Background: an optimization exercise with open tools, aiming at small area. Do not read the settings as production practice. Where RTL was checked, it was by simulation tests only, not by an equivalence proof against the original. The RTL of runs 5 and 7 was laid out without a check of its function. Power is estimated from default activity; no workload was simulated.

--- flow/design.v ---
module fadd(a, b, c, s, co);
	input a, b, c;
	output s, co;
	assign s = a ^ b ^ c;
	assign co = (a & b) | (a & c) | (b & c);
endmodule
module My_Dig(num, seg);
	input [3:0] num;
	output [6:0] seg;
	function [6:0] p;
		input [3:0] v;
		input [3:0] d;
		input [6:0] c;
		p = (v == d) ? c : 7'd0;
	endfunction
	assign seg = p(num, 0, 7'b011_1111) | p(num, 1, 7'b000_0110) | p(num, 2, 7'b101_1011) |
		p(num, 3, 7'b100_1111) | p(num, 4, 7'b110_0110) | p(num, 5, 7'b110_1101) |
		p(num, 6, 7'b111_1101) | p(num, 7, 7'b000_0111) | p(num, 8, 7'b111_1111) |
		p(num, 9, 7'b110_1111);
endmodule
module dis_sound(
 CLK, RSTn, pulse_r, pulse_t, test_count, Digitron_Out, DigitronCS_Out,LED_Out
);
	input CLK;
	input RSTn;
	input pulse_r;
	input pulse_t;
	output reg test_count;
	output [7:0]Digitron_Out;
	output [5:0]DigitronCS_Out;
	output [7:0]LED_Out;
	function [19:0] inc20;
		input [19:0] x;
		input ci;
		integer i;
		reg cc;
		begin
			cc = ci;
			for (i = 0; i < 20; i = i + 1) begin
				inc20[i] = x[i] ^ cc;
				cc = x[i] & cc;
			end
		end
	endfunction
	reg R1, R2, T1, T2;
	reg [6:0] count_hs;           
	wire hs_done = count_hs[6] & count_hs[5] & count_hs[2];    
	always @ (posedge CLK) begin
		if(!RSTn) begin
			R1 <= 0; R2 <= 0; T1 <= 0; T2 <= 0;
		end else begin
			R1 <= pulse_r; R2 <= R1; T1 <= pulse_t; T2 <= T1;
		end
	end
	always @ (posedge CLK) begin
		if(!RSTn) begin
			test_count <= 0;
			count_hs <= 0;
		end else if(T1 & ~T2)
			test_count <= 1;
		else if(hs_done) begin
			if(R1 & ~R2)
				test_count <= 0;
			else if(~R1 & R2)
				count_hs <= 0;
		end else
			count_hs <= count_hs + 1'b1;
	end
	reg [12:0] cnt;
	always @ (posedge CLK)
		if(!RSTn) cnt <= 0;
		else cnt <= inc20({7'd0, cnt}, 1'b1);
	wire step = &cnt[3:0];
	wire tick = (cnt == 13'h0FFF);
	reg t1, t2;
	reg [19:0] pulse;
	reg [19:0] c1, c2, c3, c4, c5, c6;
	reg [2:0] vc;                  
	wire shift = ~test_count & ~t1 & t2;
	wire wrap = pulse[19] & pulse[17] & pulse[16] & pulse[14] & pulse[13] &
	            pulse[12] & pulse[8] & pulse[7] & pulse[5] & pulse[4];
	wire pclr = ~RSTn | (test_count ? wrap : shift);
	always @ (posedge CLK) begin
		if(!RSTn) begin
			t1 <= 0; t2 <= 0;
		end else begin
			t1 <= test_count; t2 <= t1;
		end
	end
	always @ (posedge CLK)
		pulse <= inc20(pulse, test_count) & ~{20{pclr}};
	always @ (posedge CLK)
		if(RSTn & shift) begin
			c1 <= pulse; c2 <= c1; c3 <= c2; c4 <= c3; c5 <= c4; c6 <= c5;
		end
	always @ (posedge CLK)
		if(!RSTn)
			vc <= 0;
		else if(shift && vc != 3'd6)
			vc <= vc + 1'b1;
	localparam S_IDLE = 5'd0, S_SUB0 = 5'd6, S_ADD6 = 5'd7,
	           S_LED1 = 5'd9, S_LED7 = 5'd15, S_H = 5'd16, S_DH = 5'd20;
	reg [4:0] st;
	reg [2:0] pos;                 
	reg [22:0] W;
	reg [17:0] N;                  
	reg [2:0] q;                   
	reg cond;                      
	wire cap = (st == S_IDLE && tick) || (st >= 5'd1 && st <= 5'd5);
	wire [5:0] sel;
	assign sel[0] = cap && pos == 3'd1 && vc >= 3'd1;
	assign sel[1] = cap && pos == 3'd2 && vc >= 3'd2;
	assign sel[2] = cap && pos == 3'd3 && vc >= 3'd3;
	assign sel[3] = cap && pos == 3'd4 && vc >= 3'd4;
	assign sel[4] = cap && pos == 3'd5 && vc >= 3'd5;
	assign sel[5] = cap && pos == 3'd6 && vc >= 3'd6;
	wire [19:0] entry = ({20{sel[0]}} & c1) | ({20{sel[1]}} & c2) | ({20{sel[2]}} & c3) |
	                    ({20{sel[3]}} & c4) | ({20{sel[4]}} & c5) | ({20{sel[5]}} & c6);
	function [22:0] k;
		input [4:0] s;
		input [4:0] v;
		input [22:0] c;
		k = (s == v) ? c : 23'd0;
	endfunction
	wire [22:0] kc = k(st, S_SUB0, ~23'd61770) | k(st, S_ADD6, 23'd6) |
		k(st, 5'd9, ~23'd529410) | k(st, 5'd10, ~23'd1058820) | k(st, 5'd11, ~23'd1588230) |
		k(st, 5'd12, ~23'd2117640) | k(st, 5'd13, ~23'd2647050) | k(st, 5'd14, ~23'd3176460) |
		k(st, 5'd15, ~23'd3705870) | k(st, 5'd16, ~23'd1764708) | k(st, 5'd17, ~23'd176472) |
		k(st, 5'd18, ~23'd17646) | k(st, 5'd19, ~23'd1764) | k(st, 5'd20, ~23'd174);
	wire cin = st >= S_SUB0 && st != S_ADD6;
	wire [22:0] A = {W[22:8], (st == S_IDLE) ? 8'd0 : W[7:0]};
	wire [22:0] B = kc | {3'b000, entry};
	wire [23:0] cy;
	wire [22:0] sum;
	assign cy[0] = cin;
	genvar gi;
	generate for (gi = 0; gi < 23; gi = gi + 1) begin : g_add
		fadd fa (.a(A[gi]), .b(B[gi]), .c(cy[gi]), .s(sum[gi]), .co(cy[gi+1]));
	end endgenerate
	wire ok = cy[23];              
	wire is_dig = (st >= S_H && st <= S_DH);
	wire is_led = (st >= S_LED1 && st <= S_LED7);
	wire upd = cap || st == S_ADD6 || ((st == S_SUB0 || is_dig) && ok);
	always @ (posedge CLK)
		if(upd) W <= sum;
	always @ (posedge CLK) begin
		if(!RSTn) begin
			st <= S_H;             
			pos <= 3'd6;
		end else begin
			if(cap)
				pos <= (st == 5'd5) ? 3'd6 : pos - 1'b1 + shift;
			case(st)
				S_IDLE:  if(tick) st <= 5'd1;
				S_ADD6:  st <= S_LED1;
				S_DH:    if(!ok) st <= S_IDLE;
				default: if(!(is_dig && ok)) st <= st + 1'b1;
			endcase
		end
	end
	always @ (posedge CLK)
		if(!RSTn)
			cond <= 0;
		else if(st == S_SUB0)
			cond <= ok;
	always @ (posedge CLK)
		if(st == S_ADD6)
			q <= 0;
		else if(is_led && ok)
			q <= st[2:0];
	always @ (posedge CLK)
		if(st == S_ADD6)
			N <= {N[13:0], 4'd0};
		else if(is_dig) begin
			if(ok)
				N[3:0] <= N[3:0] + 1'b1;
			else if(st != S_DH)
				N <= {N[13:0], 4'd0};
		end
	reg [17:0] D;                  
	reg [2:0] led_case, led_show;
	reg on;                        
	always @ (posedge CLK)
		if(tick) begin
			D <= N;
			led_show <= led_case;
		end
	always @ (posedge CLK)
		if(!RSTn) begin
			on <= 0;
			led_case <= 0;
		end else if(tick) begin
			on <= cond;
			if(cond) led_case <= q;
		end
	assign LED_Out = {8{on}} & {led_show == 3'd7, led_show >= 3'd6, led_show >= 3'd5,
	                  led_show >= 3'd4, led_show >= 3'd3, led_show >= 3'd2,
	                  led_show >= 3'd1, 1'b1};
	reg [2:0] ds;
	reg [3:0] shown;               
	reg [3:0] dsel;
	always @* begin
		case(ds)
			3'd1: dsel = {2'b00, D[17:16]};
			3'd2: dsel = D[15:12];
			3'd3: dsel = D[11:8];
			3'd4: dsel = D[7:4];
			default: dsel = D[3:0];
		endcase
	end
	wire [3:0] val = (on && ds != 3'd0) ? dsel : 4'd0;
	always @ (posedge CLK)
		if(!RSTn) begin
			ds <= 0;
			shown <= 4'd15;
		end else if(step) begin
			ds <= (ds == 3'd5 || ds == 3'd0) ? 3'd1 : ds + 1'b1;
			if(!(val[3] & val[1]))         
				shown <= val;
		end
	wire [6:0] seg;
	My_Dig U2 (.num(shown), .seg(seg));
	assign Digitron_Out = {ds == 3'd4, seg};
	assign DigitronCS_Out = (ds == 3'd0) ? 6'b000000 :
	                        (ds == 3'd1) ? 6'b111110 :
	                        (ds == 3'd2) ? 6'b101111 :
	                        (ds == 3'd3) ? 6'b110111 :
	                        (ds == 3'd4) ? 6'b111011 : 6'b111101;
endmodule
--- flow/run.sh ---
#!/bin/bash
# synth_recipe.tcl (not shown) runs the flow's synth.tcl, then flattens the netlist and writes it again
# the make line also repeats each setting of config.mk as NAME=value (left out here)
make -C /OpenROAD-flow-scripts/flow DESIGN_CONFIG=/design/flow/config.mk WORK_HOME=/design/flow/orfs CLKGATE_MAP_FILE= SYNTH_SCRIPT=/design/flow/synth_recipe.tcl finish
--- flow/config.mk ---
export PLATFORM = sky130hd
export DESIGN_NAME = dis_sound
export DESIGN_NICKNAME = dis_sound
export VERILOG_FILES = /design/flow/design.v
export SDC_FILE = /design/flow/constraint.sdc
export NUM_CORES = 4
export LEC_CHECK = 0
export CAP_MARGIN = 20
export CORE_MARGIN = 2
export CORE_UTILIZATION = 70
export CTS_CLUSTER_DIAMETER = 80
export CTS_CLUSTER_SIZE = 30
export PLACE_DENSITY = 0.8
export SLEW_MARGIN = 20
--- flow/constraint.sdc ---
create_clock -name core_clock -period 25.0 [get_ports {CLK}]
set_input_delay 5.0000 -clock core_clock [delete_from_list [all_inputs] [get_ports {CLK}]]
set_output_delay 5.0000 -clock core_clock [all_outputs]
set_load 0.01 [all_outputs]
==> results of run 1 <==
-- cell usage after synthesis, types with 3 or more instances --
library cell / count
a211oi_1: 7
a21o_1: 11
a21oi_1: 46
a221oi_1: 5
a222oi_1: 12
a22oi_1: 11
a311oi_1: 3
a31oi_1: 4
a32o_1: 3
a32oi_1: 10
and2_1: 49
and3_1: 16
buf_2: 6
buf_6: 6
clkbuf_1: 28
dfxtp_1: 77
edfxtp_1: 178
fa_1: 23
ha_1: 47
inv_1: 51
mux2i_1: 6
nand2_1: 69
nand2b_1: 8
nand3_1: 27
nand4_1: 6
nor2_1: 40
nor2b_1: 9
nor3_1: 11
o211ai_1: 7
o21a_1: 9
o21ai_0: 31
o21bai_1: 3
o221ai_1: 13
or2_2: 5
or3_1: 5
-- kinds of logic after synthesis --
logic type	after synthesis	share of synthesized area (%)
buffers and inverters	97	3.71
multiplexers	8	0.722
flip-flops	255	60.2
adder cells (fa/ha/maj)	70	9.17
AND/OR/NAND/NOR	265	12.4
AO/OA/AOI/OAI	207	13.5
XOR/XNOR	4	0.306
-- power breakdown --
part | internal [W] | switching (W)
Clock | 0.000108 | 0.000125
Sequential | 0.000541 | 0.0000264
Combinational | 0.000108 | 0.000188
Total | 0.000756 | 0.000339
-- cell usage in the layout (no fill, tap or decap), types with 4 or more instances in the layout --
| cell type | Yosys | routed |
|---|---|---|
| a21oi_1 | 46 | 46 |
| nand4_1 | 6 | 6 |
| mux2i_1 | 6 | 6 |
| o211ai_1 | 7 | 7 |
| dfxtp_1 | 77 | 77 |
| buf_4 | 2 | 8 |
| a211oi_1 | 7 | 7 |
| or3_1 | 5 | 5 |
| a221oi_1 | 5 | 5 |
| a32oi_1 | 10 | 10 |
| o21a_1 | 9 | 9 |
| ha_1 | 47 | 47 |
| clkdlybuf4s50_1 | 0 | 26 |
| a31oi_1 | 4 | 4 |
| clkbuf_16 | 0 | 14 |
| and2_1 | 49 | 49 |
| nor3_1 | 11 | 11 |
| nor2b_1 | 9 | 9 |
| fa_1 | 23 | 23 |
| o21ai_0 | 31 | 30 |
| edfxtp_1 | 178 | 178 |
| or2_2 | 5 | 5 |
| nand2_1 | 69 | 69 |
| nor2_1 | 40 | 39 |
| nand3_1 | 27 | 27 |
| o221ai_1 | 13 | 13 |
| nand2b_1 | 8 | 8 |
| inv_1 | 51 | 51 |
| a22oi_1 | 11 | 11 |
| and3_1 | 16 | 16 |
| a222oi_1 | 12 | 12 |
| a21o_1 | 11 | 11 |
-- routing by layer --
metal | routed length (um) | GRT usage, % | vias to the layer above | part of all wire (%)
met5 | 0 | 0 | - | 0
met4 | 489 | 6.52 | 0 | 2.0
met3 | 1600 | 3.04 | 39 | 6.7
met2 | 11600 | 45.2 | 335 | 49
met1 | 10200 | 40.4 | 3588 | 43
li1 | - | - | 3374 | -
-- cell type report --
type,instances,area share [%]
Clock inverter,2,0.0920
Inverter,53,1.62
Tap cell,216,2.21
Multi-Input combinational cell,554,33.8
Timing Repair Buffer,36,2.93
Sequential cell,255,56.2
Clock buffer,18,3.10
-- worst max-delay path by stage --
| stage | slack, ps | startpoint | end |
|---|---|---|---|
| 3_3_place_gp | 12440 | vc[1] | W[11] |
| 2_1_floorplan | 12710 | cnt[0] | W[0] |
| 3_5_place_dp | 12240 | vc[1] | W[11] |
| 6_report | 11910 | vc[1] | W[11] |
| 5_1_grt | 11560 | vc[1] | W[11] |
| 4_1_cts | 12070 | vc[1] | W[11] |
-- through the flow --
step / hold slack, ps / cells / util, %
after floorplan: 398 / 906 / -
after global placement: 413 / 1112 / 74.1
after detailed placement: 405 / 1113 / 74.1
after CTS: 430 / 1133 / 76.6
after global routing: 447 / 1134 / 76.8
final: 430 / 1134 / 76.8
-- worst reg2reg max path, delay by kind of cell, from the launching register on --
family                   cells  cell delay, ps
adder cells (fa/ha/maj)     25            9540
AO/OA/AOI/OAI                4             920
flip-flops                   1             650
buffers and inverters        2             340
AND/OR/NAND/NOR              3            1340
-- sequential cells by signal (all words and copies together), names as in the netlist, 7 cells and up --
signal	cells
c4	20
c6	20
count_hs	7
c3	20
D	18
c5	20
c2	20
W	23
cnt	13
c1	20
N	18
pulse	20
==> impl_metrics.ini, run 1 <==
[critical_path]
r2r-start = vc[1]
worst-path-stages = 34
critPathCaptureType = register
path_max_fanout = 17
cp.required_ps = 25190
cp_top_family = adder cells
path_buf_inv = 2
r2r_slack_ps = 11910
r2r-end = W[11]
path_class = register to register
crit_top_cell = fa_1
slowest_stage = dfxtp_1
r2r_cells = 34
startpoint_type = register
max_stage_delay_ps = 650
worstPathArrival_ps = 13290

[pwr]
p_leak_nw = 4.51
vdd_drop_max_v = 0.0000918
power.density_nw_per_um2 = 89.5
finalPower_w = 0.00110

[sta]
maxSlewViolCount = 0
maxSlewHeadroom_pct = 41.6
setup_violations = 0
hold_viol_final = 0
tightestPinTransition_ps = 864
final.setup.worst_slack_ps = 11910
skew_ps = 34.3
fin_crit_ps = 13090
timing.final.crit_share_pct = 52.4
rsz0062_at_grt = false
setup_tns_ps = 0
max_clock_freq_mhz = 76.4

[yosys]
syn_nets = 980
synth_top_area_share_pct = 46.7
synthFlopType = edfxtp_1
yosys-top-cells-area = edfxtp_1, dfxtp_1, ha_1
syn_inst = 906
synth_seq_cells = 255
yosys.area.top_type = edfxtp_1
syn-cell-area_um2 = 11400
synthArstFlopShare_pct = 0
ys_seq_area_share_pct = 60.2
avgSynthCellArea_um2 = 12.6
synth_edf_count = 178
yosys_warnings = 2
yosysUniqueCellTypes = 82

[global_route]
grt.total_usage_pct = 27.6
grt_pass1_wl_um = 37900
grt_antenna_before_repair = 0
grt_max_degree = 92
grt_pass1_vias = 7067
grt-ovfl-total = 0

[clocking]
postCtsHoldBufs = 0
clock-sinks = 255
cts_setup_buffers = 0
cts.path.max_buffers = 3
clk_pin_slew_ps = 110
clock_latency_ps = 490
cts_root_buf = clkbuf_16
htree_num_levels = 1
cts_tree = done
cts_resized = 0
cts_inserted_buffers = 12

[place]
place_ws_ps = 12240
place.port_buffers = 26
dp_hpwl_um = 16800
gp_congestion = 0.908
place_area_um2 = 11800

[cells_and_area]
fin_nets = 986
drive_above_1_share_pct = 6.43
final_area_um2 = 12200
multi_input_area_um2 = 4140
fill_cells = 984
antennaDiodeCount = 0
seq_area_um2 = 6890
area_growth_pct = 7.08

[detailed_routing]
post_drt_wl_per_cell_um = 21.0
ant_nets = 0
vias = 7336
routed_wl_um = 23900
viasPerCell = 6.47
drt_iter0_drc = 915
dr.pass1.iters = 8
drc_errors = 0

[min_path]
min_from = N[16]
hold_path.class = register to register
holdPathEnd = D[16]
hold_depth = 0

[run]
cap_violations = 0

[floorplan]
chipHeight_um = 132
die_x_um = 132
io_pins = 27
dieArea_um2 = 17400
row_count = 46
floorplan.initialDensity_pct = 71.7
core-area_um2 = 15900

[status]
outcome = timing/DRC/antenna clean
==> inputs of run 2 (changes only) <==
--- a/flow/config.mk
+++ b/flow/config.mk
@@ -9,6 +9,5 @@
 export CORE_MARGIN = 2
-export CORE_UTILIZATION = 70
+export CORE_UTILIZATION = 40
 export CTS_CLUSTER_DIAMETER = 80
 export CTS_CLUSTER_SIZE = 30
-export PLACE_DENSITY = 0.8
 export SLEW_MARGIN = 20
==> run 2 against run 1 <==
Effect of this change: clock skew down 14 ps; worst setup slack better by 380 ps; sequential power about the same; design area up 1.6%; combinational power down 5%; critical path depth unchanged; sequential share of layout area down 0.90 points; clock-buffer cell count down 1; largest cell class unchanged.
==> impl_metrics.ini, run 2 <==
[status]
outcome = timing/DRC/antenna clean

[yosys]
synth_top_area_share_pct = 46.7
syn_nets = 980
yosys.area.top_type = edfxtp_1
yosys-top-cells-area = edfxtp_1, dfxtp_1, ha_1
synth_common_cells = edfxtp_1, dfxtp_1, nand2_1
yosys.area_share.simple_pct = 12.4
synthFlopType = edfxtp_1
ys_seq_area_share_pct = 60.2
synth_seq_cells = 255
syn_inst = 906
yosysUniqueCellTypes = 82
synth_mux_area_share_pct = 0.722
synth_edf_count = 178
yosysMostFrequentCell = edfxtp_1
yosys_warnings = 2
syn-cell-area_um2 = 11400
synthArstFlopShare_pct = 0
avgSynthCellArea_um2 = 12.6
synth_compound_area_share_pct = 13.5
synth_top_family_by_area = compound AO/OA/AOI/OAI gates
synth-xor-area-share_pct = 0.306
synth_fa_ha_area_share_pct = 9.17

[global_route]
grt_pass1_wl_um = 36900
grt-ovfl-total = 0
grt_antenna_before_repair = 0
grt.total_usage_pct = 15.2
grt_pass1_vias = 6627
grt_max_degree = 74

[floorplan]
core-area_um2 = 27900
dieArea_um2 = 30000
floorplan.initialDensity_pct = 40.9
row_count = 61
chipHeight_um = 173
die_x_um = 173
io_pins = 27

[sta]
setup_tns_ps = 0
maxSlewHeadroom_pct = 31.2
skew_ps = 20.6
tightestPinTransition_ps = 1020
fin_crit_ps = 12710
hold_viol_final = 0
setup_violations = 0
maxSlewViolCount = 0
hold_slack_ps = 430
max_clock_freq_mhz = 78.7
timing.final.crit_share_pct = 50.9
rsz0062_at_grt = false

[clocking]
cts_setup_buffers = 0
cts_resized = 0
cts_root_buf = clkbuf_16
cts_inserted_buffers = 13
clock_latency_ps = 500
postCtsHoldBufs = 0
clock-sinks = 255
htree_num_levels = 1
cts_tree = done
clk_pin_slew_ps = 110
cts.path.max_buffers = 3

[critical_path]
path_class = register to register
r2r_cells = 34
max_stage_delay_ps = 660
startpoint_type = register
r2r_slack_ps = 12290
r2r-end = W[12]
path_max_fanout = 23
path_buf_inv = 2
crit_top_cell = fa_1
worstPathArrival_ps = 12880
critPathCaptureType = register
cp.required_ps = 25170
cp_top_family = adder cells
slowest_stage = dfxtp_1
r2r-start = vc[1]

[detailed_routing]
dr.pass1.iters = 5
viasPerCell = 5.38
post_drt_wl_per_cell_um = 17.6
vias = 6976
dr_wl_met2_um = 10300
ant_nets = 0
routed.top_layer = met4
drc_errors = 0
routed_wl_um = 22800
met1_length_um = 11100
met3_wirelength_um = 955
drt_iter0_drc = 698

[min_path]
hold_depth = 0
min_from = N[15]
holdPathEnd = D[15]
hold_path.class = register to register

[pwr]
p_leak_nw = 4.51
power.density_nw_per_um2 = 87.5
vdd_drop_max_v = 0.0000435

[place]
place.port_buffers = 26
dp_hpwl_um = 15600
gp_congestion = 0.832

[cells_and_area]
layout_common_cells = edfxtp_1, dfxtp_1, nand2_1
regMostFlops = W
drive_above_1_share_pct = 6.31
fin_nets = 987
largest_reg_flops = 23
antennaDiodeCount = 0
fill_cells = 2614
area_growth_pct = 8.82
mostFrequentLayoutCell = edfxtp_1

[run]
cap_violations = 0
run 2: cell type report:
cell class | count | area, um2 | share of cell area, %
clock buffer | 17 | 362 | 2.91
sequential | 255 | 6890 | 55.3
inverter | 53 | 199 | 1.60
timing repair buffer | 36 | 335 | 2.69
tap | 378 | 473 | 3.80
clock inverter | 4 | 48.8 | 0.392
multi-input combinational | 554 | 4140 | 33.3
run 2: cells by family (layout without fill, tap and decap cells):
family,Yosys count,count (layout)
xor gates and xnor gates,4,4
DFF,255,255
muxes,8,8
adders and majority gates,70,70
AOI/OAI and AO/OA,207,207
buffers and inverters,97,110
and+or+nand+nor,265,265
run 2: worst max path at each step:
stage | endpoint | slack [ps] | from | cells after the start
final | W[12] | 12290 | vc[1] | 34
after global routing | W[12] | 11780 | vc[1] | 34
after CTS | W[12] | 12420 | vc[1] | 34
after detailed placement | W[12] | 12470 | vc[1] | 34
after global placement | W[11] | 12630 | vc[1] | 34
after floorplan | W[0] | 12710 | cnt[0] | 33
run 2: routing by layer:
metal	vias to the layer above	global-route usage, %
met5	-	0
met4	0	3.99
met3	31	2.29
met2	154	23.1
met1	3415	22.6
li1	3376	-
run 2: power by group:
| part | total (W) | internal [W] | switching (W) |
|---|---|---|---|
| Sequential | 0.000564 | 0.000541 | 0.0000238 |
| Combinational | 0.000281 | 0.000103 | 0.000177 |
| Clock | 0.000244 | 0.000108 | 0.000136 |
| Total | 0.00109 | 0.000752 | 0.000337 |
run 2: through the flow:
stage / total power [W] / utilization (%) / setup WS [ps] / std cells / instance area (um2)
after floorplan: 0.000781 / - / 12710 / 906 / 11400
after global placement: 0.000849 / 43.0 / 12630 / 1276 / 12000
after detailed placement: 0.000858 / 43.1 / 12470 / 1276 / 12000
after CTS: 0.00110 / 44.5 / 12420 / 1297 / 12400
after global routing: 0.00116 / 44.5 / 11780 / 1297 / 12400
final: 0.00109 / 44.5 / 12290 / 1297 / 12400
==> inputs of run 3 (changes only) <==
==> flow/flow/run.sh (new file) <==
#!/bin/bash
# Layout flow: the standard ORFS flow (standard.sh, unchanged synthesis,
# floorplan, power grid and routing) with two changes to how buffers are
# chosen: ports get the smallest buffer cell, and clock tree synthesis uses
# larger sink clusters without dummy loads. The full output of the run goes
# to flow_run.log here, and the ORFS logs are copied to orfs_logs/.
set -euo pipefail
export BUFFER_PORTS_ARGS="-buffer_cell sky130_fd_sc_hd__buf_1"
export CTS_ARGS="-sink_clustering_enable -repair_clock_nets -sink_clustering_size 30 -sink_clustering_max_diameter 80 -dont_use_dummy_load"
status=0
bash standard.sh > flow_run.log 2>&1 || status=$?
mkdir -p orfs_logs
cp -r orfs/logs/. orfs_logs/ 2>/dev/null || true
exit $status
==> flow/standard.sh (new file) <==
#!/bin/bash
# synth_recipe.tcl (not shown) runs the flow's synth.tcl, then flattens the netlist and writes it again
# the make line also repeats each setting of config.mk as NAME=value (left out here)
make -C /OpenROAD-flow-scripts/flow DESIGN_CONFIG=/design/flow/config.mk WORK_HOME=/design/flow/orfs CLKGATE_MAP_FILE= SYNTH_SCRIPT=/design/flow/synth_recipe.tcl "${@:-finish}"
--- a/flow/config.mk
+++ b/flow/config.mk
@@ -12,2 +12,3 @@
 export CTS_CLUSTER_SIZE = 30
+export GPL_TIMING_DRIVEN = 0
 export SLEW_MARGIN = 20
removed: flow/run.sh
==> run 3 against run 2 <==
Effect of this change: area after synthesis unchanged; via count up 2.9%; clock skew up 60 ps; register-to-register slack worse by 360 ps; fmax down 2.8%; first-iteration DRC count down 2.7%; design area up 0.74%; utilization up 0.33 points; die area unchanged.
==> impl_metrics.ini, run 3 <==
[yosys]
yosysUniqueCellTypes = 82
synthArstFlopShare_pct = 0
ys_seq_area_share_pct = 60.2
syn-cell-area_um2 = 11400
yosys_warnings = 2
yosys-top-cells-area = edfxtp_1, dfxtp_1, ha_1
yosys.area.top_type = edfxtp_1
syn_nets = 980
synth_seq_cells = 255
synth_common_cells = edfxtp_1, dfxtp_1, nand2_1
yosysMostFrequentCell = edfxtp_1
synthFlopType = edfxtp_1
synth_edf_count = 178
avgSynthCellArea_um2 = 12.6
syn_inst = 906
synth_top_area_share_pct = 46.7

[detailed_routing]
dr.pass1.iters = 5
post_drt_wl_per_cell_um = 17.6
drt_iter0_drc = 679
viasPerCell = 5.38
ant_nets = 0
drc_errors = 0
vias = 7179
routed_wl_um = 23500

[clocking]
htree_num_levels = 1
cts_tree = done
cts_inserted_buffers = 14
cts_resized = 0
clock-sinks = 255
postCtsHoldBufs = 0
clock_latency_ps = 510
cts.path.max_buffers = 3
cts_setup_buffers = 0
cts_root_buf = clkbuf_16
clk_pin_slew_ps = 120

[critical_path]
path_max_fanout = 12
worstPathArrival_ps = 13220
critPathCaptureType = register
path_class = register to register
cp.required_ps = 25140
startpoint_type = register
max_stage_delay_ps = 610
slowest_stage = a21boi_1
crit_top_cell = fa_1

[sta]
tightestPinTransition_ps = 797
setup_violations = 0
rsz0062_at_grt = false
timing.final.crit_share_pct = 52.3
maxSlewHeadroom_pct = 46.7
fin_crit_ps = 13080
max_clock_freq_mhz = 76.5
skew_ps = 80.8
hold_viol_final = 0
maxSlewViolCount = 0
setup_tns_ps = 0

[cells_and_area]
postLayoutCoreUtil_pct = 44.9
area_growth_pct = 9.63
layout_common_cells = edfxtp_1, dfxtp_1, nand2_1
fill_cells = 2589
mostFrequentLayoutCell = edfxtp_1
regMostFlops = W
drive_above_1_share_pct = 7.32
final_area_um2 = 12500
largest_reg_flops = 23
antennaDiodeCount = 0
fin_nets = 1032

[place]
gp_congestion = 0.815
place.port_buffers = 26
dp_hpwl_um = 16800
place_area_um2 = 12200

[pwr]
power.density_nw_per_um2 = 87.6
p_leak_nw = 4.56
vdd_drop_max_v = 0.0000608

[min_path]
hold_path.class = register to register

[global_route]
grt_pass1_wl_um = 38100
busiest_layer = met2
grt.total_usage_pct = 15.7
grtUsageMet1_pct = 22.5
grt_max_degree = 31
met3_usage_pct = 1.74
grt-ovfl-total = 0
grt_pass1_vias = 6974
grt_antenna_before_repair = 0
gr-usage-met2_pct = 25.9

[floorplan]
core-area_um2 = 27900
floorplan.initialDensity_pct = 40.9
dieArea_um2 = 30000
io_pins = 27
die_x_um = 173
chipHeight_um = 173
row_count = 61

[run]
cap_violations = 0

[status]
outcome = timing/DRC/antenna clean
run 3: cell families after synthesis:
kind of cell | Yosys count | synth area share, %
AO/OA/AOI/OAI | 207 | 13.5
XOR/XNOR | 4 | 0.306
adder cells (fa/ha/maj) | 70 | 9.17
buffers and inverters | 97 | 3.71
flip-flops | 255 | 60.2
multiplexers | 8 | 0.722
AND/OR/NAND/NOR | 265 | 12.4
run 3: cell type report:
type,instances,area (um2),area share [%]
flip-flops and latches,255,6890,54.9
multi-input cells,554,4140,33.0
well taps,378,473,3.77
clock buffers,14,350,2.79
repair buffers,36,260,2.08
plain buffers,44,225,1.80
inverters,53,199,1.59
run 3: final timing paths:
check,startpoint,to,slack (ps),depth (start not counted)
max,pos[1],W[12],11920,34
min,c2[14],c3[14],430,0
max reg2reg,pos[1],W[12],11920,34
min reg2reg,c2[14],c3[14],430,0
run 3: per-stage QoR:
| stage | setup slack (ps) | hold WS [ps] | power [W] | std cells |
|---|---|---|---|---|
| CTS | 11900 | 433 | 0.00111 | 1334 |
| floorplan | 12710 | 398 | 0.000781 | 906 |
| global route | 11440 | 441 | 0.00117 | 1334 |
| finish | 11920 | 431 | 0.00110 | 1334 |
| detailed placement | 12070 | 407 | 0.000881 | 1320 |
| global placement | 11020 | 403 | 0.000854 | 1310 |
run 3: worst max-delay path, delay by kind of cell, from the launching register on:
family                     cells  cell delay, ps
adders and majority gates     23            9260
DFF                            1             410
buffers and inverters          4             970
AOI/OAI and AO/OA              4            1270
and+or+nand+nor                3             780
run 3: power breakdown:
part / internal, W / switching, W / total, W
combinational: 0.000116 / 0.000196 / 0.000312
sequential: 0.000540 / 0.0000197 / 0.000560
clock: 0.000101 / 0.000126 / 0.000227
total: 0.000757 / 0.000342 / 0.00110
run 3: metal layers:
layer	vias up	routed length, um
met5	-	0
met4	0	412
met3	29	996
met2	169	11100
met1	3520	11000
li1	3461	-
==> inputs of run 4 (changes only) <==
--- a/flow/config.mk
+++ b/flow/config.mk
@@ -12,3 +12,2 @@
 export CTS_CLUSTER_SIZE = 30
-export GPL_TIMING_DRIVEN = 0
 export SLEW_MARGIN = 20
==> run 4 against run 3 <==
Effect of this change: non-clock buffer count is 43 lower; area after synthesis unchanged; worst setup slack better by 480 ps; via count shrank 4.0%; critical endpoint is now W[10]; wire length is 3.3% lower; sequential power grew 0.9%; combinational power decreased by 8.3%.
==> impl_metrics.ini, run 4 <==
[status]
outcome = timing/DRC/antenna clean

[place]
gp_congestion = 0.842
place.port_buffers = 26
dp_hpwl_um = 15700

[clocking]
cts.path.max_buffers = 3
clk_pin_slew_ps = 110
cts_inserted_buffers = 14
cts_resized = 0
htree_num_levels = 1
clock-sinks = 255
cts_setup_buffers = 0
postCtsHoldBufs = 0
cts_tree = done
cts_root_buf = clkbuf_16
clock_latency_ps = 510

[detailed_routing]
viasPerCell = 5.34
post_drt_wl_per_cell_um = 17.6
drc_errors = 0
vias = 6890
routed_wl_um = 22800
ant_nets = 0
drt_iter0_drc = 688
dr.pass1.iters = 5

[sta]
maxSlewViolCount = 0
max_clock_freq_mhz = 79.4
maxSlewHeadroom_pct = 34.0
setup_tns_ps = 0
hold_slack_ps = 413
hold_viol_final = 0
setup_violations = 0
fin_crit_ps = 12590
skew_ps = 52.4
tightestPinTransition_ps = 976
timing.final.crit_share_pct = 50.4
rsz0062_at_grt = false

[cells_and_area]
largest_reg_flops = 23
area_growth_pct = 6.87
antennaDiodeCount = 0
mostFrequentLayoutCell = edfxtp_1
drive_above_1_share_pct = 6.02
fin_nets = 989
postLayoutCoreUtil_pct = 43.7
layout_common_cells = edfxtp_1, dfxtp_1, nand2_1
regMostFlops = W
fill_cells = 2671

[critical_path]
path_max_fanout = 23
slowest_stage = dfxtp_1
crit_top_cell = fa_1
r2r-start = vc[1]
path_class = register to register
worstPathArrival_ps = 12730
cp-endpoint = W[10]
critPathCaptureType = register
max_stage_delay_ps = 650
r2r_cells = 34
path_buf_inv = 2
r2r_slack_ps = 12410
cp.required_ps = 25130
worst-path-stages = 34
startpoint_type = register
r2r-end = W[10]
startpoint = vc[1]
cp_top_family = adder cells

[min_path]
hold_path.class = register to register

[floorplan]
dieArea_um2 = 30000
core-area_um2 = 27900
io_pins = 27
die_x_um = 173
row_count = 61
chipHeight_um = 173
floorplan.initialDensity_pct = 40.9

[yosys]
syn-cell-area_um2 = 11400
syn_inst = 906
avgSynthCellArea_um2 = 12.6
synthArstFlopShare_pct = 0
yosys-top-cells-area = edfxtp_1, dfxtp_1, ha_1
ys_seq_area_share_pct = 60.2
yosysMostFrequentCell = edfxtp_1
synth_top_area_share_pct = 46.7
synth_common_cells = edfxtp_1, dfxtp_1, nand2_1
yosysUniqueCellTypes = 82
yosys_warnings = 2
synth_edf_count = 178
synth_seq_cells = 255
yosys.area.top_type = edfxtp_1
syn_nets = 980
synthFlopType = edfxtp_1

[pwr]
p_sw_share_pct = 30.8
power.density_nw_per_um2 = 88.2
p_comb_share_pct = 26.5
p_sw_w = 0.000333
p_leak_nw = 4.43
internal-power_w = 0.000745
p_seq_share_pct = 52.4
vdd_drop_max_v = 0.0000447
power_frac_clock_pct = 21.0

[global_route]
grt_max_degree = 63
grt.total_usage_pct = 15.0
grt_pass1_wl_um = 36400
grt_pass1_vias = 6619
grt-ovfl-total = 0
grt_antenna_before_repair = 0

[run]
cap_violations = 0
run 4: cell counts after synthesis:
No cell type changed its count.
run 4: worst min-delay path by stage:
| stage | end | cells past startpoint | from | slack, ps |
|---|---|---|---|---|
| 2_1_floorplan | cnt[0] | 1 | cnt[0] | 400 |
| 6_report | D[15] | 0 | N[15] | 410 |
| 5_1_grt | D[15] | 0 | N[15] | 420 |
| 3_5_place_dp | D[15] | 0 | N[15] | 400 |
| 3_3_place_gp | D[15] | 0 | N[15] | 400 |
| 4_1_cts | D[15] | 0 | N[15] | 410 |
run 4: cells by family after synthesis:
kind of cell / share of synthesized area, %
flops: 60.2
buf+inv: 3.71
simple gates: 12.4
fa+ha+maj: 9.17
compound gates: 13.5
xor+xnor: 0.306
mux: 0.722
run 4: routing by layer:
layer  track usage [%]  routed length (um)  vias up
met3              1.98                 951       26
met2              23.3               10300      148
met1              22.2               11000     3331
met4              4.03                 512        0
li1                  -                   -     3385
met5                 0                   0        -
run 4: power groups by stage:
stage	Sequential [W]	Combinational, W	Clock [W]
final	0.000565	0.000286	0.000227
after floorplan	0.000566	0.000215	0
after global routing	0.000571	0.000332	0.000247
after global placement	0.000572	0.000277	0
after detailed placement	0.000575	0.000287	0
after CTS	0.000566	0.000289	0.000233
run 4: area by class of cell:
class / instances / area [um2] / share of cell area, %
timing repair buffer: 37 / 180 / 1.47
multi-input combinational: 554 / 4130 / 33.8
sequential: 255 / 6890 / 56.4
clock buffer: 14 / 350 / 2.87
tap: 378 / 473 / 3.87
inverter: 53 / 199 / 1.63
run 4: stage by stage:
step           setup WS [ps]  total power, W  std cells  area, um2
2_1_floorplan          12710        0.000781        906      11400
3_5_place_dp           12590        0.000863       1277      11900
3_3_place_gp           12660        0.000849       1277      11900
6_report               12410         0.00108       1291      12200
5_1_grt                11790         0.00115       1291      12200
4_1_cts                12460         0.00109       1291      12200
==> inputs of run 5 (changes only) <==
--- a/flow/design.v
+++ b/flow/design.v
@@ -104,3 +104,4 @@
 	reg [2:0] pos;                 
-	reg [22:0] W;
+	reg [22:0] Wn;                 
+	wire [22:0] W = ~Wn;
 	reg [17:0] N;                  
@@ -144,3 +145,3 @@
 	always @ (posedge CLK)
-		if(upd) W <= sum;
+		if(upd) Wn <= ~sum;
 	always @ (posedge CLK) begin
==> flow/flow/run.sh (replaced) <==
#!/bin/bash
# Layout flow: the standard ORFS flow (standard.sh: the same synthesis
# script, floorplan, power grid, placement and routing) with three changes:
#  - the final technology mapping in synthesis uses an area-oriented ABC script
#    (flow/abc_own.script) in place of ORFS's abc_speed.script; registers are
#    mapped exactly as in the standard synthesis, ABC only remaps the gates;
#  - ports are buffered with the smallest buffer cell;
#  - clock tree synthesis uses larger sink clusters and no dummy loads.
# The full output of the run goes to flow_run.log here; the ORFS logs are
# copied to orfs_logs/.
set -euo pipefail
WORK=$PWD
rm -rf "$WORK/own_scripts"
cp -r "$FLOW_HOME/scripts" "$WORK/own_scripts"
cp "$WORK/flow/abc_own.script" "$WORK/own_scripts/abc_speed.script"
export BUFFER_PORTS_ARGS="-buffer_cell sky130_fd_sc_hd__buf_1"
export CTS_ARGS="-sink_clustering_enable -repair_clock_nets -sink_clustering_size 30 -sink_clustering_max_diameter 80 -dont_use_dummy_load"
status=0
bash standard.sh "SCRIPTS_DIR=$WORK/own_scripts" finish > flow_run.log 2>&1 || status=$?
mkdir -p orfs_logs
cp -r orfs/logs/. orfs_logs/ 2>/dev/null || true
exit $status
==> flow/flow/abc_own.script (new file) <==
&get -n
&st
&dch
&nf
&st
&syn2
&if -g -K 6
&synch2
&nf
&st
&syn2
&if -g -K 6
&synch2
&nf
&st
&syn2
&if -g -K 6
&synch2
&nf
&st
&syn2
&if -g -K 6
&synch2
&nf
&st
&syn2
&if -g -K 6
&synch2
&nf
&st
&dch
&st
&deepsyn -T 60
&dch
&nf -a -R 1000
&put
topo
dnsize -c
==> run 5 against run 4 <==
Effect of this change: sequential share of layout area up 4.7 points; design area decreased by 7.6%; total power down 3.9%; largest power group unchanged.
==> impl_metrics.ini, run 5 <==
[critical_path]
max_stage_delay_ps = 710
worst-path-stages = 36
r2r_cells = 36
critPathCaptureType = register
path_buf_inv = 4
startpoint_type = register
worstPathArrival_ps = 11810
crit_top_cell = fa_1
path_class = register to register
cp.required_ps = 25160
path_max_fanout = 26
r2r-start = cnt[0]
slowest_stage = nor2b_1
cp_top_family = adder cells
r2r_slack_ps = 13350
r2r-end = Wn[13]

[yosys]
yosysUniqueCellTypes = 42
syn_inst = 746
synthArstFlopShare_pct = 0
syn_nets = 820
ys_seq_area_share_pct = 66.6
synthFlopType = edfxtp_1
synth_common_cells = edfxtp_1, dfxtp_1, nor2_1
syn-cell-area_um2 = 10300
yosysMostFrequentCell = edfxtp_1
synth_top_area_share_pct = 51.7
synth_seq_cells = 255
yosys_warnings = 2
synth_edf_count = 178
yosys-top-cells-area = edfxtp_1, dfxtp_1, ha_1
avgSynthCellArea_um2 = 13.9
yosys.area.top_type = edfxtp_1

[clocking]
cts_resized = 0
clock_latency_ps = 480
clock-sinks = 255
cts_setup_buffers = 0
postCtsHoldBufs = 0
cts_root_buf = clkbuf_16
cts_inserted_buffers = 13
htree_num_levels = 1
clk_pin_slew_ps = 100
cts.path.max_buffers = 3
cts_tree = done

[floorplan]
die_x_um = 165
core-area_um2 = 25300
row_count = 58
chipHeight_um = 165
floorplan.initialDensity_pct = 40.9
io_pins = 27
dieArea_um2 = 27100

[detailed_routing]
routed_wl_um = 20200
post_drt_wl_per_cell_um = 17.9
vias = 6097
dr.pass1.iters = 6
drt_iter0_drc = 715
drc_errors = 0
ant_nets = 0
viasPerCell = 5.41

[sta]
timing.final.crit_share_pct = 46.6
fin_crit_ps = 11650
tightestPinTransition_ps = 1040
setup_violations = 0
maxSlewHeadroom_pct = 28.9
setup_tns_ps = 0
max_clock_freq_mhz = 85.9
rsz0062_at_grt = false
maxSlewViolCount = 0
hold_viol_final = 0
skew_ps = 32.9

[global_route]
grt_pass1_wl_um = 32700
met3_usage_pct = 1.88
grt-ovfl-total = 0
grt_antenna_before_repair = 1
grt_pass1_vias = 6031
grtUsageMet1_pct = 21.9
gr-usage-met2_pct = 24.9
grt.total_usage_pct = 15.3
grt_max_degree = 73
busiest_layer = met2

[min_path]
holdPathEnd = D[17]
hold_depth = 0
min_from = N[17]
hold_path.class = register to register

[pwr]
power.density_nw_per_um2 = 91.8
p_leak_nw = 3.98
vdd_drop_max_v = 0.0000604

[cells_and_area]
multi_input_area_um2 = 3320
layout_common_cells = edfxtp_1, dfxtp_1, nor2_1
regMostFlops = Wn
antennaDiodeCount = 0
drive_above_1_share_pct = 3.76
mostFrequentLayoutCell = edfxtp_1
largest_reg_flops = 23
fin_nets = 874
seq_area_um2 = 6890
fill_cells = 2304
final_cells = 1128
area_growth_pct = 9.21

[status]
outcome = timing/DRC/antenna clean

[run]
cap_violations = 0

[place]
place.port_buffers = 26
dp_hpwl_um = 14300
gp_congestion = 0.889
dpl.cell_count = 1115
-- run 5: cell types whose count changed after synthesis, sizes merged, moves of 10 or more --
cell | before | now
nand2 | 69 | 47
a222oi | 12 | 23
clkinv | 2 | 36
o21ai | 32 | 17
nor2 | 40 | 52
o221ai | 14 | 2
buf | 16 | 1
a32oi | 10 | 0
inv | 51 | 0
clkbuf | 28 | 0
a22oi | 12 | 25
-- run 5: how the worst max path moves through the flow --
| stage | startpoint | to | slack [ps] |
|---|---|---|---|
| after floorplan | cnt[0] | Wn[0] | 12270 |
| after global placement | cnt[0] | Wn[6] | 13510 |
| after detailed placement | cnt[0] | Wn[13] | 13420 |
| after CTS | cnt[0] | Wn[13] | 13370 |
| after global routing | cnt[1] | Wn[13] | 12640 |
| final | cnt[0] | Wn[13] | 13350 |
-- run 5: metal layers --
layer	part of all wire [%]	wire, um
met2	47	9480
met4	2.0	410
met1	47	9390
met5	0	0
met3	4.5	900
-- run 5: per-stage QoR --
stage	instance area [um2]	power, W	setup slack (ps)	hold WS [ps]	util [%]
finish	11300	0.00104	13350	431	44.7
global route	11300	0.00110	12640	439	44.7
CTS	11300	0.00105	13370	433	44.7
detailed placement	11000	0.000839	13420	407	43.4
global placement	11000	0.000820	13510	402	43.4
floorplan	10300	0.000750	12270	400	-
-- run 5: report_power, final --
part | switching (W) | internal, W
combinational | 0.000161 | 0.0000901
sequential | 0.0000257 | 0.000544
clock | 0.000121 | 0.0000939
-- run 5: final cells by class --
class / instances / area share (%)
repair buffers: 40 / 1.83
well taps: 330 / 3.66
multi-input cells: 454 / 29.4
clock buffers: 13 / 2.88
flip-flops and latches: 255 / 61.0
inverters: 36 / 1.22
-- run 5: logic make-up after synthesis --
kind of cell,after synthesis,synth area share [%]
buffers and inverters,37,1.38
AND/OR/NAND/NOR,227,11.0
XOR/XNOR,5,0.424
flip-flops,255,66.6
adder cells (fa/ha/maj),70,10.1
AO/OA/AOI/OAI,152,10.4
==> inputs of run 6 (changes only) <==
--- a/flow/design.v
+++ b/flow/design.v
@@ -104,4 +104,3 @@
 	reg [2:0] pos;                 
-	reg [22:0] Wn;                 
-	wire [22:0] W = ~Wn;
+	reg [22:0] W;
 	reg [17:0] N;                  
@@ -145,3 +144,3 @@
 	always @ (posedge CLK)
-		if(upd) Wn <= ~sum;
+		if(upd) W <= sum;
 	always @ (posedge CLK) begin
--- a/flow/flow/abc_own.script
+++ b/flow/flow/abc_own.script
@@ -34,3 +34,3 @@
 &dch
-&nf -a -R 1000
+&nf -R 1000
 &put
==> run 6 against run 5 <==
Effect of this change: clock power barely moved; sequential power rose by 0.7%; total power rose by 6.6%; wire length fell by 5.4%; worst hold slack got worse by 2.2 ps; fmax fell by 6.6%; design area rose by 0.88%; register-to-register slack got worse by 820 ps; worst setup slack got worse by 820 ps; global-route usage fell by 1.2 points; synthesized cell count rose by 2.8%; largest cell class unchanged; largest power group unchanged.
==> impl_metrics.ini, run 6 <==
[critical_path]
cp.required_ps = 25100
max_stage_delay_ps = 480
path_max_fanout = 26
r2r-start = cnt[0]
critPathCaptureType = register
startpoint = cnt[0]
startpoint_type = register
path_class = register to register
worstPathArrival_ps = 12570
crit_top_cell = fa_1
slowest_stage = nand3_2

[detailed_routing]
drt_iter0_drc = 736
drc_errors = 0
dr.pass1.iters = 7
vias = 6136
ant_nets = 0
routed_wl_um = 19100
post_drt_wl_per_cell_um = 16.6
viasPerCell = 5.33

[global_route]
grt_pass1_wl_um = 30500
grt_antenna_before_repair = 0
grt_pass1_vias = 5709
grt.total_usage_pct = 14.1
grt_max_degree = 78
grt-ovfl-total = 0

[min_path]
hold_path.class = register to register
min_from = c5[8]

[pwr]
finalPower_w = 0.00110
vdd_drop_max_v = 0.0000516
p_leak_nw = 4.00
power.density_nw_per_um2 = 97.0

[cells_and_area]
antennaDiodeCount = 0
final_cells = 1151
final_area_um2 = 11400
mostFrequentLayoutCell = edfxtp_1
largest_reg_flops = 23
layout_common_cells = edfxtp_1, dfxtp_1, nand2_1
fin_nets = 892
area_growth_pct = 9.37
drive_above_1_share_pct = 4.29
fill_cells = 2384
regMostFlops = W

[clocking]
cts_inserted_buffers = 13
cts_resized = 0
clock-sinks = 255
cts.path.max_buffers = 3
postCtsHoldBufs = 0
cts_setup_buffers = 0
clock_latency_ps = 490
cts_tree = done
clk_pin_slew_ps = 110
htree_num_levels = 1
cts_root_buf = clkbuf_16

[yosys]
yosysUniqueCellTypes = 45
synthArstFlopShare_pct = 0
syn_inst = 767
synth_top_area_share_pct = 51.3
yosys.area.top_type = edfxtp_1
ys_seq_area_share_pct = 66.2
avgSynthCellArea_um2 = 13.6
synth_edf_count = 178
yosysMostFrequentCell = edfxtp_1
synthFlopType = edfxtp_1
synth_seq_cells = 255
yosys_warnings = 2
yosys-top-cells-area = edfxtp_1, dfxtp_1, ha_1
syn-cell-area_um2 = 10400
syn_nets = 841
synth_common_cells = edfxtp_1, dfxtp_1, nand2_1

[floorplan]
core-area_um2 = 25800
dieArea_um2 = 27300
io_pins = 27
row_count = 59
floorplan.initialDensity_pct = 40.3
die_x_um = 165
chipHeight_um = 165

[place]
dp_hpwl_um = 12900
dpl.cell_count = 1138
place_area_um2 = 11100
gp_congestion = 0.843
place.port_buffers = 26

[sta]
skew_ps = 33.7
maxSlewHeadroom_pct = 37.0
setup_violations = 0
setup_tns_ps = 0
max_clock_freq_mhz = 80.2
maxSlewViolCount = 0
timing.final.crit_share_pct = 49.9
tightestPinTransition_ps = 944
hold_slack_ps = 429
fin_crit_ps = 12470
hold_viol_final = 0
rsz0062_at_grt = false

[status]
outcome = timing/DRC/antenna clean

[run]
cap_violations = 0
run 6: final cells by class:
type	count	area, um2	share of cell area (%)
clock buffer	13	325	2.86
inverter	60	228	2.00
multi-input combinational	451	3350	29.4
sequential	255	6890	60.5
tap	335	419	3.68
timing repair buffer	37	180	1.58
run 6: layer usage:
metal / routed length, um / track usage [%]
met5: 0 / 0
met4: 332 / 3.33
met3: 1240 / 2.45
met2: 8420 / 21.5
met1: 9100 / 21.1
run 6: where the power goes:
group / leakage, nW / internal, W / switching [W]
Clock: 0.160 / 0.0000939 / 0.000122
Combinational: 1.51 / 0.000114 / 0.000201
Sequential: 2.33 / 0.000550 / 0.0000235
run 6: cell families (layout without fill, tap and decap cells):
family	Yosys count	after routing	share of synthesized area, %
multiplexers	1	1	0.0962
buffers and inverters	61	110	2.24
XOR/XNOR	4	4	0.337
AND/OR/NAND/NOR	229	229	11.0
flip-flops	255	255	66.2
AO/OA/AOI/OAI	147	147	10.1
adder cells (fa/ha/maj)	70	70	10.1
run 6: worst max-delay path, delay by kind of cell (launching register included):
family / cells / cell delay, ps
AOI/OAI and AO/OA: 4 / 570
adders and majority gates: 24 / 9210
buffers and inverters: 4 / 780
DFF: 1 / 360
and+or+nand+nor: 6 / 1200
run 6: stage by stage:
stage / setup slack, ps / util, %
floorplan: 11750 / -
global route: 11940 / 44.1
finish: 12530 / 44.1
detailed placement: 12150 / 42.8
global placement: 12470 / 42.8
CTS: 12100 / 44.0
run 6: final timing paths:
path | slack, ps | cells after the start | to
worst max-delay path | 12530 | 38 | W[8]
worst min-delay path | 430 | 0 | c6[8]
worst max register to register | 12530 | 38 | W[8]
worst min register to register | 430 | 0 | c6[8]
==> inputs of run 7 (changes only) <==
--- a/flow/design.v
+++ b/flow/design.v
@@ -104,3 +104,4 @@
 	reg [2:0] pos;                 
-	reg [22:0] W;
+	reg [22:0] Wn;                 
+	wire [22:0] W = ~Wn;
 	reg [17:0] N;                  
@@ -144,3 +145,3 @@
 	always @ (posedge CLK)
-		if(upd) W <= sum;
+		if(upd) Wn <= ~sum;
 	always @ (posedge CLK) begin
--- a/flow/flow/run.sh
+++ b/flow/flow/run.sh
@@ -16,3 +16,3 @@
 export BUFFER_PORTS_ARGS="-buffer_cell sky130_fd_sc_hd__buf_1"
-export CTS_ARGS="-sink_clustering_enable -repair_clock_nets -sink_clustering_size 30 -sink_clustering_max_diameter 80 -dont_use_dummy_load"
+export CTS_ARGS="-sink_clustering_enable -repair_clock_nets -sink_clustering_size 10 -sink_clustering_max_diameter 40 -dont_use_dummy_load -buf_list {sky130_fd_sc_hd__clkbuf_4 sky130_fd_sc_hd__clkbuf_8 sky130_fd_sc_hd__clkbuf_16}"
 status=0
--- a/flow/flow/abc_own.script
+++ b/flow/flow/abc_own.script
@@ -34,3 +34,3 @@
 &dch
-&nf -R 1000
+&nf -a -R 1000
 &put
==> run 7 against run 6 <==
Effect of this change: worst hold slack got worse by 11 ps; clock-buffer cell count is 25 higher; sequential power is essentially flat; largest power group unchanged; sequential cell count unchanged.
==> impl_metrics.ini, run 7 <==
[global_route]
grt_pass1_wl_um = 33500
grt-ovfl-total = 0
grt_antenna_before_repair = 1
grt_pass1_vias = 6225
grt_max_degree = 73
grt.total_usage_pct = 16.0

[yosys]
synth_seq_cells = 255
synthArstFlopShare_pct = 0
avgSynthCellArea_um2 = 13.9
syn_nets = 820
yosysMostFrequentCell = edfxtp_1
ys_seq_area_share_pct = 66.6
synthFlopType = edfxtp_1
synth-xor-area-share_pct = 0.424
yosys.area.top_type = edfxtp_1
syn_inst = 746
synth_fa_ha_area_share_pct = 10.1
synth_edf_count = 178
synth_compound_area_share_pct = 10.4
synth_top_area_share_pct = 51.7
yosys-top-cells-area = edfxtp_1, dfxtp_1, ha_1
syn-cell-area_um2 = 10300
yosys.area_share.simple_pct = 11.0
yosys_warnings = 2
synth_common_cells = edfxtp_1, dfxtp_1, nor2_1
synth_top_family_by_area = simple AND/OR/NAND/NOR gates
synth_mux_area_share_pct = 0
yosysUniqueCellTypes = 42

[cells_and_area]
largest_reg_flops = 23
final_area_um2 = 11900
final_cells = 1153
mostFrequentLayoutCell = edfxtp_1
area_growth_pct = 15.3
regMostFlops = Wn
fin_nets = 899
drive_above_1_share_pct = 6.68
layout_common_cells = edfxtp_1, dfxtp_1, nor2_1
fill_cells = 2237
postLayoutCoreUtil_pct = 47.2
antennaDiodeCount = 0

[detailed_routing]
viasPerCell = 5.42
post_drt_wl_per_cell_um = 18.0
drc_errors = 0
ant_nets = 0
drt_iter0_drc = 744
routed_wl_um = 20800
vias = 6247
dr.pass1.iters = 8

[min_path]
hold_depth = 0
hold_path.class = register to register
holdPathEnd = D[17]
min_from = N[17]

[sta]
timing.final.crit_share_pct = 46.6
max_clock_freq_mhz = 85.8
maxSlewViolCount = 0
skew_ps = 50.7
maxSlewHeadroom_pct = 35.6
fin_crit_ps = 11660
tightestPinTransition_ps = 941
rsz0062_at_grt = false
setup_tns_ps = 0
final.setup.worst_slack_ps = 13340
hold_viol_final = 0
setup_violations = 0

[pwr]
p_leak_nw = 4.29
vdd_drop_max_v = 0.0000668
power_frac_clock_pct = 33.8
p_comb_share_pct = 20.2
p_sw_share_pct = 27.7
internal-power_w = 0.000900
p_seq_share_pct = 45.9
p_sw_w = 0.000345
power.density_nw_per_um2 = 105

[place]
place_area_um2 = 11000
place.port_buffers = 26
dpl.cell_count = 1115
dp_hpwl_um = 14300
place_ws_ps = 13420
gp_congestion = 0.889

[floorplan]
chipHeight_um = 165
floorplan.initialDensity_pct = 40.9
core-area_um2 = 25300
row_count = 58
dieArea_um2 = 27100
io_pins = 27
die_x_um = 165

[critical_path]
startpoint_type = register
cp.required_ps = 25170
r2r-end = Wn[11]
path_class = register to register
critPathCaptureType = register
r2r-start = cnt[0]
max_stage_delay_ps = 700
crit_top_cell = fa_1
r2r_slack_ps = 13340
path_max_fanout = 26
slowest_stage = nor2b_1
worstPathArrival_ps = 11820
r2r_cells = 36

[clocking]
htree_num_levels = 2
postCtsHoldBufs = 0
cts_inserted_buffers = 38
clock_latency_ps = 510
cts.path.max_buffers = 3
cts_setup_buffers = 0
cts_resized = 0
clock-sinks = 255
cts_root_buf = clkbuf_16
cts_tree = done
clk_pin_slew_ps = 50

[run]
cap_violations = 0

[status]
outcome = timing/DRC/antenna clean
==> run 7: cell types whose count changed in the layout (fill, tap and decap cells not counted), sizes merged, moves of 5 or more <==
| cell | previous run | this run |
|---|---|---|
| clkinv | 59 | 35 |
| a21oi | 26 | 40 |
| a31oi | 21 | 7 |
| a211oi | 2 | 8 |
| nor2 | 32 | 52 |
| nand2 | 69 | 47 |
| clkbuf | 13 | 38 |
| nor3 | 20 | 15 |
==> run 7: worst max-delay path, delay by kind of cell, from the launching register on <==
family                     cells  cell delay, ps
adders and majority gates     23            7240
and+or+nand+nor                6            1870
AOI/OAI and AO/OA              3            1080
buffers and inverters          4             750
DFF                            1             350
==> run 7: metal layers <==
layer	global-route usage (%)	up-vias	share of wire, %
li1	-	2996	-
met4	4.94	0	2.4
met3	3.62	45	5.3
met5	0	-	0
met2	25.1	183	46
met1	22.2	3023	46
==> run 7: final cells by class <==
type / count / area (um2) / area share [%]
clock buffers: 38 / 951 / 7.98
inverters: 36 / 138 / 1.16
multi-input cells: 454 / 3320 / 27.9
flip-flops and latches: 255 / 6890 / 57.8
well taps: 330 / 413 / 3.47
repair buffers: 40 / 206 / 1.73
==> run 7: worst max-delay path by stage <==
| stage | startpoint | to | slack, ps | cells after the start |
|---|---|---|---|---|
| floorplan | cnt[0] | Wn[0] | 12270 | 34 |
| global placement | cnt[0] | Wn[6] | 13510 | 35 |
| detailed placement | cnt[0] | Wn[13] | 13420 | 36 |
| CTS | cnt[0] | Wn[11] | 13330 | 36 |
| global route | cnt[0] | Wn[11] | 12620 | 36 |
| finish | cnt[0] | Wn[11] | 13340 | 36 |
==> run 7: through the flow <==
stage	hold WS, ps	total power (W)
after global routing	425	0.00132
after floorplan	400	0.000750
final	418	0.00124
after detailed placement	407	0.000839
after global placement	402	0.000820
after CTS	419	0.00126
==> run 7: cells by family after synthesis <==
kind of cell | Yosys count
buffers and inverters | 37
xor gates and xnor gates | 5
adders and majority gates | 70
AOI/OAI and AO/OA | 152
DFF | 255
and+or+nand+nor | 227
==> run 7: power groups by stage <==
stage / sequential [W] / combinational, W / clock (W)
after detailed placement: 0.000580 / 0.000259 / 0
final: 0.000572 / 0.000252 / 0.000421
after global placement: 0.000581 / 0.000239 / 0
after CTS: 0.000573 / 0.000256 / 0.000430
after floorplan: 0.000573 / 0.000178 / 0
after global routing: 0.000579 / 0.000291 / 0.000447
==> inputs of run 8 (changes only) <==
--- a/flow/design.v
+++ b/flow/design.v
@@ -131,3 +131,3 @@
 	wire cin = st >= S_SUB0 && st != S_ADD6;
-	wire [22:0] A = {W[22:8], (st == S_IDLE) ? 8'd0 : W[7:0]};
+	wire [22:0] A = (st == S_IDLE) ? 23'd0 : W;      
 	wire [22:0] B = kc | {3'b000, entry};
@@ -148,3 +148,3 @@
 		if(!RSTn) begin
-			st <= S_H;             
+			st <= S_IDLE;
 			pos <= 3'd6;
@@ -199,21 +199,15 @@
 	                  led_show >= 3'd1, 1'b1};
-	reg [2:0] ds;
+	reg [5:0] CS;
 	reg [3:0] shown;               
-	reg [3:0] dsel;
-	always @* begin
-		case(ds)
-			3'd1: dsel = {2'b00, D[17:16]};
-			3'd2: dsel = D[15:12];
-			3'd3: dsel = D[11:8];
-			3'd4: dsel = D[7:4];
-			default: dsel = D[3:0];
-		endcase
-	end
-	wire [3:0] val = (on && ds != 3'd0) ? dsel : 4'd0;
-	always @ (posedge CLK)
-		if(!RSTn) begin
-			ds <= 0;
+	wire [5:0] cs_next = CS[5] ? {1'b1, CS[0], CS[4:1]} : 6'b111110;
+	wire [3:0] dsel = ({4{~cs_next[4]}} & {2'b00, D[17:16]}) | ({4{~cs_next[3]}} & D[15:12]) |
+	                  ({4{~cs_next[2]}} & D[11:8]) | ({4{~cs_next[1]}} & D[7:4]) |
+	                  ({4{~cs_next[0]}} & D[3:0]);
+	wire [3:0] val = (on && CS[5]) ? dsel : 4'd0;
+	always @ (posedge CLK)
+		if(!RSTn) begin
+			CS <= 0;
 			shown <= 4'd15;
 		end else if(step) begin
-			ds <= (ds == 3'd5 || ds == 3'd0) ? 3'd1 : ds + 1'b1;
+			CS <= cs_next;
 			if(!(val[3] & val[1]))         
@@ -223,8 +217,4 @@
 	My_Dig U2 (.num(shown), .seg(seg));
-	assign Digitron_Out = {ds == 3'd4, seg};
-	assign DigitronCS_Out = (ds == 3'd0) ? 6'b000000 :
-	                        (ds == 3'd1) ? 6'b111110 :
-	                        (ds == 3'd2) ? 6'b101111 :
-	                        (ds == 3'd3) ? 6'b110111 :
-	                        (ds == 3'd4) ? 6'b111011 : 6'b111101;
+	assign Digitron_Out = {CS[5] & ~CS[2], seg};
+	assign DigitronCS_Out = CS;
 endmodule
--- a/flow/flow/run.sh
+++ b/flow/flow/run.sh
@@ -16,3 +16,3 @@
 export BUFFER_PORTS_ARGS="-buffer_cell sky130_fd_sc_hd__buf_1"
-export CTS_ARGS="-sink_clustering_enable -repair_clock_nets -sink_clustering_size 10 -sink_clustering_max_diameter 40 -dont_use_dummy_load -buf_list {sky130_fd_sc_hd__clkbuf_4 sky130_fd_sc_hd__clkbuf_8 sky130_fd_sc_hd__clkbuf_16}"
+export CTS_ARGS="-sink_clustering_enable -repair_clock_nets -sink_clustering_size 30 -sink_clustering_max_diameter 80 -dont_use_dummy_load"
 status=0
--- a/flow/config.mk
+++ b/flow/config.mk
@@ -7,3 +7,3 @@
 export LEC_CHECK = 0
-export CAP_MARGIN = 20
+export CAP_MARGIN = 5
 export CORE_MARGIN = 2
@@ -12,2 +12,2 @@
 export CTS_CLUSTER_SIZE = 30
-export SLEW_MARGIN = 20
+export SLEW_MARGIN = 5
==> run 8 against run 7 <==
Effect of this change: worst hold slack worse by 0.97 ps; largest cell class unchanged; via count down 1.9%; first-iteration DRC count down 16%; sequential share of layout area up 3.4 points; still clean; highest routed layer unchanged; global-route usage down 1.3 points.
==> impl_metrics.ini, run 8 <==
[status]
outcome = timing/DRC/antenna clean

[yosys]
avgSynthCellArea_um2 = 13.8
yosys.area_share.simple_pct = 10.8
synth_fa_ha_area_share_pct = 9.50
synth_mux_area_share_pct = 0
yosys_warnings = 2
synth_seq_cells = 258
yosysUniqueCellTypes = 47
yosys.area.top_type = edfxtp_1
ys_seq_area_share_pct = 66.9
synth_compound_area_share_pct = 10.5
yosys-top-cells-area = edfxtp_1, dfxtp_1, ha_1
syn_nets = 823
synth_edf_count = 178
synth_top_area_share_pct = 51.5
syn_inst = 754
syn-cell-area_um2 = 10400
synth_common_cells = edfxtp_1, dfxtp_1, nor2_1
synthArstFlopShare_pct = 0
synth-xor-area-share_pct = 0.506
yosysMostFrequentCell = edfxtp_1
synthFlopType = edfxtp_1
synth_top_family_by_area = simple AND/OR/NAND/NOR gates

[place]
place_ws_ps = 12190
gp_congestion = 0.875
place.port_buffers = 26
dp_hpwl_um = 12800

[sta]
final.setup.worst_slack_ps = 12140
max_clock_freq_mhz = 77.7
setup_violations = 0
hold_viol_final = 0
skew_ps = 67.6
maxSlewHeadroom_pct = 31.4
tightestPinTransition_ps = 1030
rsz0062_at_grt = false
setup_tns_ps = 0
timing.final.crit_share_pct = 51.5
maxSlewViolCount = 0
fin_crit_ps = 12860

[min_path]
min_from = N[7]
hold_path.class = register to register
holdPathEnd = D[7]
hold_depth = 0

[pwr]
internal-power_w = 0.000584
power.density_nw_per_um2 = 67.2
p_seq_share_pct = 62.1
power_frac_clock_pct = 29.4
p_leak_nw = 3.96
p_sw_share_pct = 23.4
p_comb_share_pct = 8.5
vdd_drop_max_v = 0.0000716
p_sw_w = 0.000178

[critical_path]
path_max_fanout = 23
r2r_slack_ps = 12140
critPathCaptureType = register
max_stage_delay_ps = 860
r2r_cells = 36
cp.required_ps = 25020
r2r-start = st[0]
worstPathArrival_ps = 12890
path_class = register to register
startpoint_type = register
r2r-end = Wn[11]
crit_top_cell = fa_1
slowest_stage = or4_1
startpoint = st[0]

[detailed_routing]
vias = 6126
drt_iter0_drc = 625
routed_wl_um = 19100
viasPerCell = 5.40
post_drt_wl_per_cell_um = 16.8
ant_nets = 0
dr.pass1.iters = 6
drc_errors = 0

[clocking]
cts_resized = 0
cts_inserted_buffers = 14
clk_pin_slew_ps = 110
cts_tree = done
postCtsHoldBufs = 0
cts_root_buf = clkbuf_16
clock-sinks = 258
cts_setup_buffers = 0
cts.path.max_buffers = 3
htree_num_levels = 1
clock_latency_ps = 500

[floorplan]
io_pins = 27
row_count = 58
core-area_um2 = 25300
floorplan.initialDensity_pct = 41.0
chipHeight_um = 165
dieArea_um2 = 27300
die_x_um = 165

[run]
cap_violations = 0

[cells_and_area]
layout_common_cells = edfxtp_1, dfxtp_1, nor2_1
drive_above_1_share_pct = 3.85
largest_reg_flops = 23
mostFrequentLayoutCell = edfxtp_1
fin_nets = 876
regMostFlops = Wn
area_growth_pct = 9.34
antennaDiodeCount = 0

[global_route]
grt_pass1_wl_um = 31400
grt_antenna_before_repair = 0
grt_pass1_vias = 5762
grt_max_degree = 83
grt-ovfl-total = 0
grt.total_usage_pct = 14.6
==> run 8: cell types whose count changed after synthesis, moves of 5 or more <==
cell	before	now
ha_1	47	42
a21oi_1	40	35
a22oi_1	25	20
clkinv_1	36	46
a211oi_1	8	2
==> run 8: worst max path at each step <==
stage | end | cells past startpoint
finish | Wn[11] | 36
global route | Wn[12] | 36
CTS | Wn[13] | 36
detailed placement | Wn[12] | 36
global placement | Wn[10] | 36
floorplan | Wn[0] | 36
==> run 8: per-layer routing <==
layer  GRT usage, %  vias up  routed length, um
met3           2.02       31               1110
met1           22.6     2949               9440
met4           3.44        0                444
li1               -     2959                  -
met5              0        -                  0
met2           21.9      187               8090
==> run 8: through the flow <==
stage	area, um2	hold slack [ps]	cells	power (W)	util (%)
floorplan	10400	400	754	0.000525	-
global placement	11000	402	1121	0.000548	43.4
detailed placement	11000	407	1121	0.000550	43.4
CTS	11300	423	1135	0.000775	44.8
global route	11300	436	1135	0.000797	44.8
finish	11300	417	1135	0.000762	44.8
==> run 8: critical path: cells and delay by family (launching register included) <==
| family | cells | cell delay (ps) |
|---|---|---|
| adders and majority gates | 24 | 9080 |
| and+or+nand+nor | 7 | 1860 |
| AOI/OAI and AO/OA | 2 | 630 |
| DFF | 1 | 490 |
| buffers and inverters | 3 | 360 |
==> run 8: final cells by class <==
type / instances / area (um2)
timing repair buffer: 38 / 188
tap: 330 / 413
fill: 2285 / 14000
multi-input combinational: 449 / 3280
clock buffer: 14 / 350
sequential: 258 / 6950
inverter: 46 / 175
==> run 8: logic make-up after synthesis <==
group / Yosys count
AOI/OAI and AO/OA: 153
buffers and inverters: 47
and+or+nand+nor: 225
DFF: 258
xor gates and xnor gates: 6
adders and majority gates: 65
==> run 8: power groups by stage <==
stage	clock network (W)	logic [W]	registers, W
floorplan	0	0.0000437	0.000481
global route	0.000247	0.0000755	0.000475
global placement	0	0.0000652	0.000483
detailed placement	0	0.0000670	0.000483
CTS	0.000234	0.0000669	0.000473
finish	0.000224	0.0000651	0.000473

afterwards: timing with drivers on the ports:
The results above use ideal ports. As a check the final layouts listed here were re-extracted and re-timed, cells and wires unchanged.
Step 1, drivers: a clkbuf_16 drives CLK and a buf_2 each remaining input, both assumed.
Step 2 times the ports against the registers' clock, not the clock port: input delays grow and output delays shrink by t, the midpoint of the rising clock arrivals with the driver on.
Three values: no drivers, after step 1, after step 2; two values: the first two.
run	shift t [ns]	setup WS [ns]	latest minus earliest clock arrival (ns)	worst slew at a driven data input, ns	cell pins on the clock port's net
run 1	0.519	11.907 / 11.907 / 11.907	0.034 / 0.034	0.03	1
run 2	0.538	12.287 / 12.287 / 12.287	0.021 / 0.021	0.04	1
run 3	0.520	11.922 / 11.922 / 11.922	0.081 / 0.081	0.03	1
run 4	0.531	12.406 / 12.406 / 12.406	0.052 / 0.052	0.03	1
run 5	0.506	13.354 / 13.354 / 13.354	0.033 / 0.033	0.03	1
run 6	0.516	12.532 / 12.532 / 12.532	0.034 / 0.034	0.03	1
run 7	0.532	13.343 / 13.343 / 13.343	0.051 / 0.051	0.03	1
run 8	0.507	12.136 / 12.136 / 12.136	0.067 / 0.068	0.03	1
After both steps every run listed still meets setup and hold.
